Source: an optimization exercise on an open RTL-to-GDS flow (aim: small area). Production flows keep margins and buffers that such runs may drop. Where RTL was checked, it was by simulation tests only, not by an equivalence proof against the original. No activity file was given, so power comes from the tool's default toggle rates.

==> trial 76: inputs <==
Design pipelined_core, start of the top module:
module pipelined_core( input  logic         clk,
             input  logic         reset,
             input  logic [31:0]  instruction,
             input  logic [31:0]  ReadData,
             output logic [31:0]  pc_out,
             output logic [31:0]  DataADDR,WriteData,
             output logic         missaligned_exception,
             output logic         misaligned_load_exception,
             output logic         misaligned_store_exception,
             output logic [3:0]   mem_write_req,
             output logic         mem_read_req,
             output logic         ill_instr_exception
             );
logic stall, load_stall, flushID, flushEX, flushMEM, ALUbusy;
logic branchTaken, trap_REQ;
logic [31:0] trap_vector, BranchADDR;
logic [31:2] ir_ID;
logic        ill_lo_ID;    
logic [31:0] a_EX, b_EX;
logic [31:7] ir_EX;
logic [4:0]  ops_EX;
logic [31:0] sd_MEM;    
logic [2:0]  f3_MEM;
logic [1:0]  wbsrc_MEM;
logic        mem_read_MEM, mem_write_MEM, reg_write_MEM;
logic [4:0]  wd_MEM;
logic [31:0] wbval;
logic        reg_write_WB;
logic [4:0]  wd_WB;
function automatic [31:0] inc32(input logic [31:0] x, input logic c);
    logic cc;
    cc = c;
    for (int i = 0; i < 32; i++) begin
        inc32[i] = x[i] ^ cc;
        cc = cc & x[i];
    end
endfunction
logic [31:0] pc;
assign pc_out = pc;
wire [31:0] pc_inc = inc32({2'b0, pc[31:2]}, 1'b1);
  ...
Settings: LEC_CHECK=0, CAP_MARGIN=20, CORE_MARGIN=2, CORE_UTILIZATION=55, SLEW_MARGIN=20; clock period 15.0 ns.
standard.sh (not shown) runs the stock make flow with config.mk's settings and CLKGATE_MAP_FILE= SYNTH_SCRIPT=/design/flow/synth_recipe.tcl, a recipe that flattens the netlist after the stock synthesis.
==> flow/flow/run.sh <==
#!/bin/bash
set -o pipefail
export CTS_ARGS="-sink_clustering_enable -repair_clock_nets -dont_use_dummy_load -sink_clustering_size 25 -sink_clustering_max_diameter 70"
export BUFFER_PORTS_ARGS="-buffer_cell sky130_fd_sc_hd__buf_1"
bash standard.sh 2>&1 | tee standard_flow.log
==> trial 37: changes against trial 76 <==
CORE_UTILIZATION = 40   (was 55)
==> notes.md <==
In trial 76 the first-iteration DRC count is higher than in trial 37, by 8.7%.
In synthesized area, trial 37 and trial 76 do not differ.
Between trial 76 and trial 37, the lower final cell count is in trial 76 (gap 7.6%, measured against trial 37).
Against trial 76, the design area of trial 37 is larger by 1.9%.
Flip-flop and latch count is the same in trial 76 and trial 37.
Sequential power is about the same in trial 76 and trial 37.
Register-to-register slack: trial 76 is higher than trial 37 (0.19 ns).
==> figures <==
| item | trial 37 | trial 76 |
|---|---|---|
| Worst setup timing slack at the placement stage | 1.76 ns | 1.95 ns |
| Tap cells | 3533 | 2526 |
| Critical path endpoint | DataADDR[25] | DataADDR[28] |
| Leak pwr | 42.2 nW | 41.8 nW |
| Area after detailed placement | 113000 um^2 | 112000 um^2 |
| Maximum cell stage delay along the critical path | 0.81 ns | 0.98 ns |
| Cell at the slowest stage of the critical path | sky130_fd_sc_hd__nor2_4 | sky130_fd_sc_hd__o311ai_2 |
| Global placer's final weighted congestion | 1.07 | 1.12 |
| Number of buffers other than clock buffers in the final layout | 572 | 549 |
| Run status | no timing/DRC/antenna violations | no timing/DRC/antenna violations |
| Worst endpoint data arrival time | 14.27 ns | 14.09 ns |
| Routed length on met3 | 81600 um | 88400 um |
| Starting utilization of the core area | 40.3% | 55.4% |
| Routed via count | 98.6k | 99.6k |
| Met1 layer wirelength in the final routing | 203000 um | 176000 um |

==> inputs of v20 <==
pipelined_core, a different RTL version from the one above (not shown whole).
Settings: LEC_CHECK=0, CAP_MARGIN=20, CORE_MARGIN=2, CORE_UTILIZATION=40, SLEW_MARGIN=20; clock period 15.0 ns.
==> flow/flow/run.sh <==
#!/bin/bash
set -o pipefail
export REMOVE_ABC_BUFFERS=1
export CTS_ARGS="-sink_clustering_enable -repair_clock_nets -dont_use_dummy_load -sink_clustering_size 30 -sink_clustering_max_diameter 100"
bash standard.sh 2>&1 | tee standard_flow.log
==> v3: changes against v20 <==
--- a/flow/design.v
+++ b/flow/design.v
@@ -807,15 +807,15 @@
              output logic         ill_instr_exception
              );
 logic stall, load_stall, flushID, flushEX, flushMEM, ALUbusy;
 logic branchTaken, trap_REQ;
 logic [31:0] trap_vector, BranchADDR;
-logic [31:0] ir_ID;
-logic [31:0] a_EX, b_EX;
+logic [31:0] pc_ID, ir_ID;
+logic [31:0] pc_EX, a_EX, b_EX;
 logic [31:7] ir_EX;
 logic [4:0]  ops_EX;
-logic [31:0] sd_MEM;    
+logic [31:0] alt_MEM, sd_MEM;
 logic [2:0]  f3_MEM;
 logic [1:0]  wbsrc_MEM;
 logic        mem_read_MEM, mem_write_MEM, reg_write_MEM, csr_op_MEM;
 logic [4:0]  wd_MEM;
 logic [31:0] wbval;
@@ -838,50 +838,48 @@
         if (trap_REQ) pc <= trap_vector;
         else if (branchTaken) pc <= BranchADDR;
         else pc <= {pc_inc[29:0], pc[1:0]};
     end
 end
-logic f_ID, f_EX;
 always_ff @(posedge clk) begin
     if (reset | flushID) begin
-        f_ID <= 1'b0;
+        pc_ID <= 32'h0;
         ir_ID <= 32'h00000013;
     end else if (!stall) begin
-        f_ID <= 1'b1;
+        pc_ID <= pc;
         ir_ID <= instruction;
     end
 end
 wire [4:0] rs1_ID = ir_ID[19:15];
 wire [4:0] rs2_ID = ir_ID[24:20];
 assign ill_instr_exception = (ir_ID[1:0] != 2'b11) |
     ((ir_ID[6:2] == 5'b11100) && (ir_ID[13:12] == 2'b00) &&
      !((ir_ID[31:20] == 12'h000) || (ir_ID[31:20] == 12'h001) || (ir_ID[31:20] == 12'h302)));
 logic [31:0] regs [31:1];
 logic [31:0] rf1, rf2;
-logic [31:0] wb_next;
+wire byp1 = reg_write_WB && (wd_WB == rs1_ID) && (rs1_ID != 5'b0);
+wire byp2 = reg_write_WB && (wd_WB == rs2_ID) && (rs2_ID != 5'b0);
 always_ff @(posedge clk)
     for (int r = 1; r < 32; r++)
-        if (reg_write_MEM && !reset && (wd_MEM == r[4:0])) regs[r] <= wb_next;
+        if (reg_write_WB && (wd_WB == r[4:0])) regs[r] <= wbval;
 always_comb begin
-    rf1 = 32'b0;
-    rf2 = 32'b0;
+    rf1 = {32{byp1}} & wbval;
+    rf2 = {32{byp2}} & wbval;
     for (int r = 1; r < 32; r++) begin
-        rf1 = rf1 | ({32{rs1_ID == r[4:0]}} & regs[r]);
-        rf2 = rf2 | ({32{rs2_ID == r[4:0]}} & regs[r]);
+        rf1 = rf1 | ({32{!byp1 && (rs1_ID == r[4:0])}} & regs[r]);
+        rf2 = rf2 | ({32{!byp2 && (rs2_ID == r[4:0])}} & regs[r]);
     end
 end
 always_ff @(posedge clk) begin
     if (reset | flushEX) begin
-        f_EX <= 1'b0; a_EX <= 32'h0; b_EX <= 32'h0;
+        pc_EX <= 32'h0; a_EX <= 32'h0; b_EX <= 32'h0;
         ir_EX <= 25'h0; ops_EX <= 5'h0;
     end else if (!ALUbusy) begin
-        f_EX <= f_ID; a_EX <= rf1; b_EX <= rf2;
+        pc_EX <= pc_ID; a_EX <= rf1; b_EX <= rf2;
         ir_EX <= ir_ID[31:7]; ops_EX <= ir_ID[6:2] ^ 5'b00011;
     end
 end
-wire [28:0] pc_m8 = pc[31:3] - 29'd1;
-wire [31:0] pc_EX = {32{f_EX}} & {pc_m8, pc[2:0]};
 wire [4:0] op = ops_EX ^ 5'b00011;
 wire [2:0] f3 = ir_EX[14:12];
 wire [6:0] f7 = ir_EX[31:25];
 wire [11:0] f12 = ir_EX[31:20];
 wire [4:0] rs1_EX = ir_EX[19:15];
@@ -948,11 +946,11 @@
 wire fA_wb  = reg_write_WB  & (rs1_EX == wd_WB)  & (rs1_EX != 5'b0);
 wire fB_mem = reg_write_MEM & (rs2_EX == wd_MEM) & (rs2_EX != 5'b0);
 wire fB_wb  = reg_write_WB  & (rs2_EX == wd_WB)  & (rs2_EX != 5'b0);
 wire [31:0] fwdA = fA_mem ? DataADDR : fA_wb ? wbval : a_EX;
 wire [31:0] fwdB = fB_mem ? DataADDR : fB_wb ? wbval : b_EX;
-wire [31:0] srcA = (fA_mem & csr_op_MEM) ? sd_MEM :
+wire [31:0] srcA = (fA_mem & csr_op_MEM) ? alt_MEM :
                    (!fA_mem & !fA_wb & isAUIPC) ? pc_EX : fwdA;
 wire [31:0] srcB = aluSRCB ? imm : fwdB;
 wire [31:0] csr_in = (f3[2] & !fA_mem & !fA_wb) ? imm : fwdA;
 logic ba_co;
 cla_add #(32) ADDR_ADD(.a(isJALR ? fwdA : pc_EX), .b(imm), .ci(1'b0), .s(BranchADDR), .co(ba_co));
@@ -1003,60 +1001,61 @@
 generate for (gi = 0; gi < 32; gi = gi + 1) begin : g_rev2
     assign sh_out_rev[gi] = sh_out[31-gi];
 end endgenerate
 wire [31:0] shift_res = sh_left ? sh_out_rev : sh_out[31:0];
 logic [32:0] mA;
+logic [21:0] mB;
 logic [43:0] mX;
-logic [32:0] mZ;    
+logic [21:0] mY;
 wire m_c0 = (mult_state == IDLE);
 wire m_c2 = (mult_state == FINISH);
 wire mult_start = m_c0 && mul_div_op && !f3[2];
 wire [32:0] A33 = {(f3[1:0] != 2'b11) & srcA[31], srcA};
 wire [32:0] B33 = {~f3[1] & srcB[31], srcB};
 wire [32:0] mAm = m_c0 ? A33 : mA;
-wire [10:0] mBs = m_c0 ? B33[10:0] : (mult_state == MULT) ? mZ[21:11] : mZ[32:22];
+wire [10:0] mBs = m_c0 ? B33[10:0] : (mult_state == MULT) ? mB[10:0] : mB[21:11];
 wire [43:0] mR;
 booth_mac MULT_ARRAY(.A(mAm), .S(mBs), .top_neg(m_c2), .gate(!m_c0), .X(mX[43:11]), .R(mR));
-wire [31:0] mlo = {m_c2 ? mR[9:0] : mX[9:0], mZ[21:0]};
+wire [31:0] mlo = m_c2 ? {mR[9:0], mX[10:0], mY[10:0]} : {mX[9:0], mY[21:0]};
 wire [31:0] mhi = m_c2 ? mR[41:10] : mX[41:10];
 wire [31:0] mult_result = (f3[1:0] == 2'b00) ? mlo : mhi;
 always_ff @(posedge clk) begin
     if (reset) begin
         mult_state <= IDLE;
         mult_busy <= 1'b0;
         mX <= 44'b0;
-        mZ[21:0] <= 22'b0;
+        mY <= 22'b0;
     end else begin
         case (mult_state)
             IDLE: begin
                 if (mul_div_op && !f3[2]) begin
                     mA <= A33;
-                    mZ <= {B33[32:11], mR[10:0]};
+                    mB <= B33[32:11];
                     mX <= mR;
                     mult_state <= MULT;
                     mult_busy <= 1'b1;
                 end else mult_busy <= 1'b0;
             end
             MULT: begin
                 mX <= mR;
-                mZ[21:11] <= mR[10:0];
+                mY[10:0] <= mX[10:0];
                 mult_state <= FINISH;
             end
             FINISH: begin
                 mX <= mR;
+                mY[21:11] <= mX[10:0];
                 mult_state <= IDLE;
             end
             default: mult_state <= IDLE;
         endcase
     end
 end
 logic [64:0] P;           
-logic [30:0] Dl;          
-wire [31:0] D = {1'b1, Dl};
+logic [31:0] D;           
 logic div_result_sign, dividend_sign;
 logic [2:0] qd;
-SRTlut SRT_LUT(.b({1'b1, D[30:28]}), .p(P[64:59]), .q(qd));
+SRTlut SRT_LUT(.b(D[31:28]), .p(P[64:59]), .q(qd));
 wire [62:0] a_norm = {31'b0, abs_srcA} << srcB_lzc;
 wire [32:0] dv_a = div_last ? P[64:32] : P[62:30];
 wire [2:0]  dq   = div_last ? (P[64] ? 3'b111 : 3'b000) : qd;
 wire dq_add = dq[2];
 wire [32:0] dv_m = dq[0] ? {1'b0, D} : dq[1] ? {D, 1'b0} : 33'd0;
@@ -1085,16 +1084,18 @@
         div_counter <= 5'd16;
     end else begin
         case (div_state)
             DIV_IDLE: begin
                 if (mul_div_op && f3[2]) begin
-                    P <= {1'b0, (abs_srcB == 32'b0) ? 32'hFFFFFFFF : {1'b0, a_norm[62:32]}, a_norm[31:0]};
-                    div_busy <= 1'b1;
                     if (abs_srcB == 32'b0) begin
+                        P[31:0] <= 32'hFFFFFFFF;
+                        P[63:32] <= abs_srcA;
+                        div_busy <= 1'b1;
                         div_state <= DIV_FINISH;
                     end else begin
-                        Dl <= shift_res[30:0];
+                        D <= shift_res;
+                        P <= {2'b0, a_norm};
                         div_result_sign <= (!f3[0]) && (srcA[31] ^ srcB[31]);
                         dividend_sign <= srcA[31];
                         div_busy <= 1'b1;
                         div_counter <= 5'd16;
                         div_state <= DIV_COMPUTE;
@@ -1109,20 +1110,20 @@
                 if (div_counter != 5'd0) begin
                     P <= {dv_sum, q_low, qd[1:0]};
                     div_counter <= div_counter - 5'd1;
                 end else begin
                     div_state <= DIV_FINISH;
-                    P[63:32] <= q_dec;
-                    P[31:0] <= shift_res;
+                    P[63:32] <= shift_res;
+                    P[31:0] <= q_dec;
                 end
             end
             DIV_FINISH: div_state <= DIV_IDLE;
             default: div_state <= DIV_IDLE;
         endcase
     end
 end
-wire [31:0] dsel = f3[1] ? P[31:0] : P[63:32];
+wire [31:0] dsel = f3[1] ? P[63:32] : P[31:0];
 wire dneg = !f3[0] & (f3[1] ? dividend_sign : div_result_sign);
 wire [31:0] div_result = inc32(dsel ^ {32{dneg}}, dneg);
 logic [31:0] aluRESULT;
 always_comb begin
     case (aluOP)
@@ -1176,40 +1177,54 @@
 end
 wire [31:0] csr_wdata = csrrw_EX ? csr_in : csrrs_EX ? (csr_out | csr_in) : (csr_out & ~csr_in);
 wire csr_we = csr_rmw & csr_hit;
 wire exception = ecall_EX | ebreak_EX | misaligned_store_exception | misaligned_load_exception;
 wire trap_fire = exception & !trapped;
-wire tf = trap_fire & !reset;
-wire mret_f = mret_EX & !reset;
-wire [31:0] wbus = csr_wdata & {32{!reset}};
-wire we_ms = csr_we & (f12 == 12'h300);
-wire [31:0] ms_d = {wbus[31:8], tf ? mstatus[3] : (mret_f | wbus[7] & we_ms), wbus[6:4],
-                    !tf & (mret_f ? mstatus[7] : wbus[3]), wbus[2:0]};
 always_ff @(posedge clk) begin
-    if (reset | (csr_we & (f12 == 12'h301))) misa <= wbus | (reset ? 32'h40000080 : 32'h0);
-    if (reset | (csr_we & (f12 == 12'h305))) mtvec <= wbus;
-    if (reset | (csr_we & (f12 == 12'h340))) mscratch <= wbus;
-    if (reset | (csr_we & (f12 == 12'h343))) mtval <= wbus;
-    if (reset | tf | (csr_we & (f12 == 12'h341))) mepc <= tf ? pc_EX : wbus;
-    if (reset | tf | (csr_we & (f12 == 12'h342)))
-        mcause <= !tf ? wbus : ecall_EX ? 32'd11 : ebreak_EX ? 32'd3 :
-                  misaligned_store_exception ? 32'd6 : 32'd4;
-    if (reset | we_ms) mstatus[31:8] <= ms_d[31:8];
-    if (reset | we_ms) mstatus[6:4] <= ms_d[6:4];
-    if (reset | we_ms) mstatus[2:0] <= ms_d[2:0];
-    if (reset | we_ms | tf | mret_f) begin
-        mstatus[7] <= ms_d[7];
-        mstatus[3] <= ms_d[3];
-    end
-    if (tf | mret_f) trap_vector <= tf ? mtvec : mepc;
     if (reset) begin
+        misa <= 32'h40000080;
+        mcause <= 32'b0;
+        mstatus <= 32'b0;
+        mscratch <= 32'b0;
+        mepc <= 32'b0;
+        mtval <= 32'b0;
+        mtvec <= 32'b0;
         trapped <= 1'b0;
         trap_REQ <= 1'b0;
     end else begin
-        trap_REQ <= mret_EX | trap_fire;
-        if (trap_fire) trapped <= 1'b1;
-        else if (mret_EX) trapped <= 1'b0;
+        trap_REQ <= 1'b0;
+        if (csr_we) begin
+            case (f12)
+                12'h300: mstatus <= csr_wdata;
+                12'h301: misa <= csr_wdata;
+                12'h305: mtvec <= csr_wdata;
+                12'h342: mcause <= csr_wdata;
+                12'h340: mscratch <= csr_wdata;
+                12'h341: mepc <= csr_wdata;
+                12'h343: mtval <= csr_wdata;
+                default: ;
+            endcase
+        end
+        if (mret_EX) begin
+            trap_REQ <= 1'b1;
+            mstatus[3] <= mstatus[7];
+            mstatus[7] <= 1'b1;
+            trap_vector <= mepc;
+            trapped <= 1'b0;
+        end
+        if (trap_fire) begin
+            trapped <= 1'b1;
+            trap_REQ <= 1'b1;
+            mepc <= pc_EX;
+            trap_vector <= mtvec;
+            mstatus[7] <= mstatus[3];
+            mstatus[3] <= 1'b0;
+            if (ecall_EX) mcause <= 32'd11;
+            else if (ebreak_EX) mcause <= 32'd3;
+            else if (misaligned_store_exception) mcause <= 32'd6;
+            else mcause <= 32'd4;
+        end
     end
 end
 wire [31:0] pc4_inc = inc32({2'b0, pc_EX[31:2]}, 1'b1);
 wire [31:0] pc4_EX = {pc4_inc[29:0], pc_EX[1:0]};
 always_ff @(posedge clk) begin
@@ -1225,11 +1240,12 @@
         reg_write_MEM <= reg_write_EX;
     end
 end
 always_ff @(posedge clk) begin
     if (!ALUbusy) begin
-        sd_MEM <= !wbsrc_EX[1] ? fwdB : wbsrc_EX[0] ? csr_out : pc4_EX;
+        alt_MEM <= wbsrc_EX[0] ? csr_out : pc4_EX;
+        sd_MEM <= fwdB;
         f3_MEM <= f3;
         wbsrc_MEM <= wbsrc_EX;
         wd_MEM <= wd_EX;
         csr_op_MEM <= csr_op_EX;
     end
@@ -1268,11 +1284,11 @@
         3'b100: load_val = {24'b0, ReadData[7:0]};
         3'b101: load_val = {16'b0, ReadData[15:0]};
         default: load_val = 32'b0;
     endcase
 end
-assign wb_next = wbsrc_MEM[1] ? sd_MEM : wbsrc_MEM[0] ? load_val : DataADDR;
+wire [31:0] wb_next = wbsrc_MEM[1] ? alt_MEM : wbsrc_MEM[0] ? load_val : DataADDR;
 always_ff @(posedge clk) begin
     if (reset) reg_write_WB <= 1'b0;
     else reg_write_WB <= reg_write_MEM;
     wbval <= wb_next;
     wd_WB <= wd_MEM;
==> flow/run.sh (new file) <==
#!/bin/bash
# synth_recipe.tcl (not shown) runs the flow's synth.tcl, then flattens the netlist and writes it again
# the make line also repeats each setting of config.mk as NAME=value (left out here)
make -C /OpenROAD-flow-scripts/flow DESIGN_CONFIG=/design/flow/config.mk WORK_HOME=/design/flow/orfs CLKGATE_MAP_FILE= SYNTH_SCRIPT=/design/flow/synth_recipe.tcl finish
removed: flow/flow/run.sh
removed: flow/standard.sh
==> comparison <==
- In v3 the worst setup slack is lower than in v20, by 1.2 ns.
- Combinational power: v20 is higher than v3 (about 1%).
- Against v20, the final cell count of v3 is larger by 7.1%.
- Sequential power: v3 is larger than v20 (about 4%).
- Against v20, the area after synthesis of v3 is higher by 3.2%.
- Clock power: v3 is higher than v20 (about 90%).
- Against v3, the routed wire length of v20 is higher by 2.5%.
- Against v20, the cell area of v3 is larger by about 6%.
- In v20 the via count is smaller than in v3, by 4.1%.
- Between v3 and v20, the lower clock skew is in v3 (gap 0.031 ns).
For v20, only the layout was checked, not whether the RTL still works.

-- static timing again, ports no longer ideal --
How much do the figures lean on ideal ports? The routed layouts below were timed once more, with nothing changed but the port constraints.
Step 1 (the two cells are an assumption about what drives the block):
set clk [get_ports {clk}]
set_driving_cell -lib_cell sky130_fd_sc_hd__clkbuf_16 $clk
set_driving_cell -lib_cell sky130_fd_sc_hd__buf_2 [delete_from_list [all_inputs] $clk]
Step 2 adds t to the input delays and takes it off the output delays; t is the mean of the earliest and latest rising clock arrival at the registers after step 1. Input paths then give back, and output paths get back, about the clock's delay inside the block.
Slacks: ideal ports / drivers / drivers and shift; pairs: ideal ports / drivers.
| run | t, ns | slack for setup (ns) | latest minus earliest clock arrival (ns) | worst register clock-pin slew, ns |
|---|---|---|---|---|
| trial 76 | 0.907 | 1.569 / 1.569 / 1.569 | 0.216 / 0.216 | 0.11 / 0.11 |
| trial 37 | 0.960 | 1.376 / 1.376 / 1.376 | 0.133 / 0.134 | 0.10 / 0.10 |
| v20 | 0.895 | 1.691 / 1.670 / 1.691 | 0.182 / 0.181 | 0.12 / 0.12 |
| v3 | 1.030 | 0.539 / 0.448 / 1.478 | 0.151 / 0.151 | 0.07 / 0.07 |
After both steps setup and hold are still met in every run listed.
